What follows belongs to an exercise in optimizing a design on an open flow for small area, a short achievable clock period and few clock cycles per item; a production flow would make more cautious choices. No run shown here included a check of the RTL's function; only the layout flow was run. No activity file was given, so power comes from the tool's default toggle rates.

==> flow/design.v, too long to show whole: its modules and the start of the top module <==
// module mul_unit: 46 lines
// module mul_fa: 4 lines
// module mul_bsel: 5 lines
// module mul_aoi22: 3 lines
// module mul_xnor2: 3 lines
// module mul_x2: 3 lines
// module mul_ha: 4 lines
// module shift_add_multiplier: 1353 lines
module mul_unit
(
    input  logic                  clk,
    input  logic                  rst,
    input  logic                  start,
    input  logic [1:0]            mul_type,
    input  logic [31:0]           a,
    input  logic [31:0]           b,
    input  logic [4:0]            arch_reg,
    input  logic [5:0]   phys_reg,
    input  logic [2:0]  rob,
    input  logic                  cdb_mul_ack,
    input  logic                  branch,
    output logic                  cdb_valid,
    output logic [2:0]  cdb_rob,
    output logic [4:0]            cdb_arch_reg,
    output logic [5:0]   cdb_phys_reg,
    output logic [31:0]           cdb_data,
    output logic [31:0]           cdb_ps1_rdata,
    output logic [31:0]           cdb_ps2_rdata,
    output logic                  done
);
  // ...
==> flow/flow/run.sh <==
#!/bin/bash
# The standard ORFS layout (standard.sh) with two changes:
#  - the port buffers are sky130_fd_sc_hd__buf_2 instead of the cell
#    buffer_ports picks by itself (a slow delay cell);
#  - after the standard synthesis every combinational cell is set to its
#    drive-1 variant; floorplan/placement repair sizes up what timing needs.
set -euo pipefail
export BUFFER_PORTS_ARGS="-buffer_cell sky130_fd_sc_hd__buf_2"
RES=orfs/results/${FLOW_PLATFORM}/mul_unit/base
bash standard.sh synth > synth.log 2>&1
DS_ODB=$RES/1_synth.odb openroad -no_init -exit flow/downsize.tcl > downsize.log 2>&1
touch $RES/1_synth.sdc
bash standard.sh > standard.log 2>&1
==> flow/flow/downsize.tcl <==
# Set every combinational cell of the synthesized netlist to its drive-1
# variant; the resizer's repair steps size up what timing needs.
set odb_file $::env(DS_ODB)
read_db $odb_file
set db [ord::get_db]
set n 0
foreach inst [[ord::get_db_block] getInsts] {
  set m [[$inst getMaster] getName]
  if {[regexp {^(sky130_fd_sc_hd__[a-z0-9]+)_([0-9]+)$} $m -> base drive]} {
    if {$drive <= 1} continue
    if {[regexp {df|dl|sdf|edf|clk|conb|buf} $base]} continue
    set new [$db findMaster ${base}_1]
    if {$new == "NULL" || $new == ""} continue
    $inst swapMaster $new
    incr n
  }
}
puts "downsized $n cells"
write_db $odb_file
==> flow/standard.sh <==
#!/bin/bash
# synth_recipe.tcl (not shown) runs the flow's synth.tcl, then flattens the netlist and writes it again
# the make line also repeats each setting of config.mk as NAME=value (left out here)
make -C /OpenROAD-flow-scripts/flow DESIGN_CONFIG=/design/flow/config.mk WORK_HOME=/design/flow/orfs CLKGATE_MAP_FILE= SYNTH_SCRIPT=/design/flow/synth_recipe.tcl "${@:-finish}"
==> flow/config.mk <==
export PLATFORM = sky130hd
export DESIGN_NAME = mul_unit
export DESIGN_NICKNAME = mul_unit
export VERILOG_FILES = /design/flow/design.v
export SDC_FILE = /design/flow/constraint.sdc
export NUM_CORES = 4
export LEC_CHECK = 0
export CAP_MARGIN = 20
export CORE_MARGIN = 2
export CORE_UTILIZATION = 40
export SETUP_SLACK_MARGIN = 0.8
export SLEW_MARGIN = 20
export SYNTH_HIERARCHICAL = 1
export SYNTH_MINIMUM_KEEP_SIZE = 0
==> flow/constraint.sdc <==
create_clock -name core_clock -period 5.0 [get_ports {clk}]
set_input_delay 1.0000 -clock core_clock [delete_from_list [all_inputs] [get_ports {clk}]]
set_output_delay 1.0000 -clock core_clock [all_outputs]
set_load 0.01 [all_outputs]
==> qor.txt, run 1 <==
outcome: no timing/DRC/antenna violations
crit end category: flip-flop
CP bufs+invs: 2
TritonCTS Buffers: 17
CP Max Fanout: 3
grt total ovfl: 0
Switch Pwr: 0.00608 W
post-layout util: 0.503
final hold violation count: 0
layout cell share with drive strength beyond 1: 0.248
GRT met1 Usage: 0.333
Setup-failing EPs final: 0
htree depth: 4
fin crit period: 4.11 ns
FP Rows: 74
CP required: 5.34 ns
CTS root buffer: clkbuf_16
DP Worst Slack: 0.507 ns
Area-dominant class: multi-input combinational cells
sequential cell power: 0.00231 W
fraction of area in multi-input gates: 0.580
hold depth: 2
pin count of the biggest net entering global routing: 79
WL per Instance: 22.9 um
Max Cap Viol: 0
num sequential: 176
clk_skew: 0.0119 ns
Worst Setup Slack, final: 0.893 ns
==> run 2: changes to the inputs <==
--- a/flow/config.mk
+++ b/flow/config.mk
@@ -8,7 +8,7 @@
 export CAP_MARGIN = 20
 export CORE_MARGIN = 2
 export CORE_UTILIZATION = 40
-export SETUP_SLACK_MARGIN = 0.8
+export SETUP_SLACK_MARGIN = 1.2
 export SLEW_MARGIN = 20
 export SYNTH_HIERARCHICAL = 1
 export SYNTH_MINIMUM_KEEP_SIZE = 0
==> run 2 against run 1 <==
Compared with the run above: critical path depth unchanged; critical path type unchanged; final cell count rose by 2.5%; sequential share of layout area shrank 1.6 points; largest power group unchanged; still clean on timing, DRC and antenna; critical endpoint unchanged.
==> qor.txt, run 2 <==
outcome: no timing/DRC/antenna violations (unchanged)
core footprint: 40700 um2 (unchanged)
Largest regs: u_mul.a_q: 32 flops, u_mul.b_q: 32 flops, u_mul.cs0_q: 31 flops (unchanged)
CTS root buffer: clkbuf_16 (unchanged)
Ys Warns: 7 (unchanged)
Via density: 5.79 (was 5.75)
DRC: 0 (unchanged)
CP max stage cell: fa_1 (unchanged)
Die ar.: 42800 um2 (unchanged)
Pins Over Slew Limit: 0 (unchanged)
via count: 14000 (was 13600)
grt total ovfl: 0 (unchanged)
most common library cell in the layout ignoring fill and taps: xnor2_1 (unchanged)
final hold violation count: 0 (unchanged)
Slew Limit Headroom: 0.432 (was 0.385)
clock-pin slew on the worst setup and hold paths: 0.08 ns (was 0.07 ns)
crit-path cells: buf_4 -> buf_4 -> buf_4 -> a22oi_1 -> xnor2_1 -> fa_1 -> fa_1 -> fa_1 -> fa_1 -> fa_1 (was buf_4 -> buf_4 -> a22oi_1 -> xnor2_1 -> fa_1 -> fa_2 -> fa_1 -> fa_1 -> fa_1 -> fa_1)
Mapped Avg Cell Area: 11.6 um2 (unchanged)
first-pass GRT wire length: 85500 um (was 80400 um)
Least-Margin Pin Slew: 0.852 ns (was 0.922 ns)
unrepaired setup endpoints after global routing: yes (was no)
Gate Count Post-Synth: 1424 (unchanged)
Layout Nets: 2218 (was 2158)
CP Max Fanout: 4 (was 3)
Pleak: 8.81 nW (was 8.39 nW)
FP Rows: 74 (unchanged)
ANT nets after route: 0 (unchanged)
Post-CTS Hold Buffers: 0 (unchanged)
setup TNS: 0 ns (unchanged)
Final Cell Area: 22000 um2 (was 20500 um2)
worst vdd ir: 0.746 mV (was 0.598 mV)
Worst-Skew Late Latency: 0.48 ns (was 0.47 ns)
layout cell share with drive strength beyond 1: 0.378 (was 0.248)
htree depth: 4 (unchanged)
Iter 0 DRT Violations: 1222 (was 1408)
min-delay worst type: reg -> reg (unchanged)
TritonCTS Sinks: 176 (unchanged)
Most Frequent Cell on Critical Path: fa_1 (unchanged)
maximum root-to-sink buffer count: 2 (unchanged)
pin count of the biggest net entering global routing: 79 (unchanged)
WL per Instance: 23.8 um (was 22.9 um)
Setup-failing EPs final: 0 (unchanged)
most frequent cells in the layout: 258 x xnor2_1, 199 x a22oi_1, 197 x buf_4 (was 276 x xnor2_1, 265 x a22oi_1, 196 x buf_2)
Die Span Y: 207 um (unchanged)
TritonCTS Buffers: 17 (unchanged)
Worst Path Arrival: 4.38 ns (was 4.45 ns)
Total Power: 0.0146 W (was 0.0133 W)
GRT Total Usage: 0.270 (was 0.252)
I/O pin total: 197 (unchanged)
crit end category: flip-flop (unchanged)
GP Congestion: 0.911 (was 0.906)
Starting Density: 0.404 (unchanged)
Post-DP Area: 18700 um2 (was 18600 um2)
initial antenna violation count: 1 (unchanged)
Pre-Repair DR Iteration Count: 6 (unchanged)
Max Cap Viol: 0 (unchanged)
fmax: 248 MHz (was 244 MHz)
fin crit period: 4.03 ns (was 4.11 ns)
Routed WL: 57600 um (was 54200 um)
# fillers: 3536 (was 3750)
CP Class: reg -> reg (unchanged)
CTS tree: built (unchanged)
input/output buffers: 196 (unchanged)
CP max stage delay: 0.66 ns (was 0.54 ns)
Tcrit/Tclk final: 0.806 (was 0.821)
CP required: 5.35 ns (was 5.34 ns)
synthesized area: 16400 um2 (unchanged)
ratio of total power to cell area: 662 nW/um2 (was 649 nW/um2)
DP HPWL: 40900 um (was 39300 um)
Worst Setup Start Kind: flip-flop (unchanged)
Area growth, synth to finish: 33.9% (was 24.5%)
die width: 207 um (unchanged)
clk_skew: 0.0257 ns (was 0.0119 ns)
vias in the first global route: 14300 (was 13400)
[run 2: area by class of cell]
| cell class | instances | area, um2 | share of cell area |
|---|---|---|---|
| Inverter | 11 | 43.8 | 0.00199 |
| Sequential cell | 176 | 4630 | 0.210 |
| Antenna cell | 1 | 2.50 | 0.000114 |
| Tap cell | 532 | 666 | 0.0302 |
| Multi-Input combinational cell | 1226 | 12800 | 0.582 |
| Clock inverter | 15 | 186 | 0.00846 |
| Clock buffer | 17 | 425 | 0.0193 |
| Timing Repair Buffer | 446 | 3240 | 0.147 |
[run 2: final timing paths]
| kind | start | end | slack, ns | cells after the start |
|---|---|---|---|---|
| min | u_mul.busy | u_mul.busy | 0.56 | 2 |
| min reg2reg | u_mul.busy | u_mul.busy | 0.56 | 2 |
| max | u_mul.a_q[20] | u_mul.cs1_q[30] | 0.97 | 10 |
| max reg2reg | u_mul.a_q[20] | u_mul.cs1_q[30] | 0.97 | 10 |
[run 2: per-layer routing]
layer	up-vias	GRT usage	part of all wire
li1	6217	-	-
met1	6985	0.348	0.40
met2	716	0.439	0.47
met3	123	0.0499	0.079
met4	0	0.127	0.049
met5	-	0	0
[run 2: stage by stage]
stage / setup WS [ns] / hold slack (ns) / instances / utilization
finish: 0.969 / 0.563 / 2424 / 0.541
CTS: 1.01 / 0.572 / 2401 / 0.524
floorplan: 0.613 / 0.471 / 1438 / -
global route: 0.929 / 0.602 / 2423 / 0.541
global placement: 0.674 / 0.544 / 2208 / 0.460
detailed placement: 0.605 / 0.561 / 2208 / 0.460
[run 2: worst max-delay path, delay by kind of cell, from the launching register on]
kind	cells	cell delay [ns]
XOR/XNOR	1	0.16
buffers and inverters	3	0.46
flip-flops	1	0.47
adder cells (fa/ha/maj)	5	2.58
AO/OA/AOI/OAI	1	0.22
[run 2: where the power goes]
group | total, W | internal [W] | leakage (nW) | switching (W)
clock | 0.00139 | 0.000687 | 0.298 | 0.000705
sequential | 0.00231 | 0.00213 | 1.71 | 0.000176
combinational | 0.0109 | 0.00517 | 6.81 | 0.00570
[run 2: repair_timing]
action,in CTS,in global routing
gates resized for setup,126,105
buffers inserted,161,22
pin swaps,61,67
cloned,0,0
endpoints found under the setup margin,45,37

[static timing again, ports no longer ideal]
Ports are ideal in the flow. The routed layouts listed here were re-timed in OpenROAD. Step 1: set_driving_cell puts a clkbuf_16 on clk and a buf_2 on each other input, an assumption about the parent block. Step 2 adds t to the input delays and takes it off the output delays; t is the mean of the earliest and latest rising clock arrival at the registers after step 1. Input paths then give back, and output paths get back, about the clock's delay inside the block. a / b / c = ideal ports / drivers / drivers and shift; a / b = the first two.
run	t (ns)	setup slack, ns	worst setup path after step 2	pins driven straight from the clock port
run 1	0.512	0.893 / 0.876 / 0.893	register to register	1
run 2	0.524	0.969 / 0.969 / 0.969	register to register	1
After both steps every run listed still meets setup and hold.
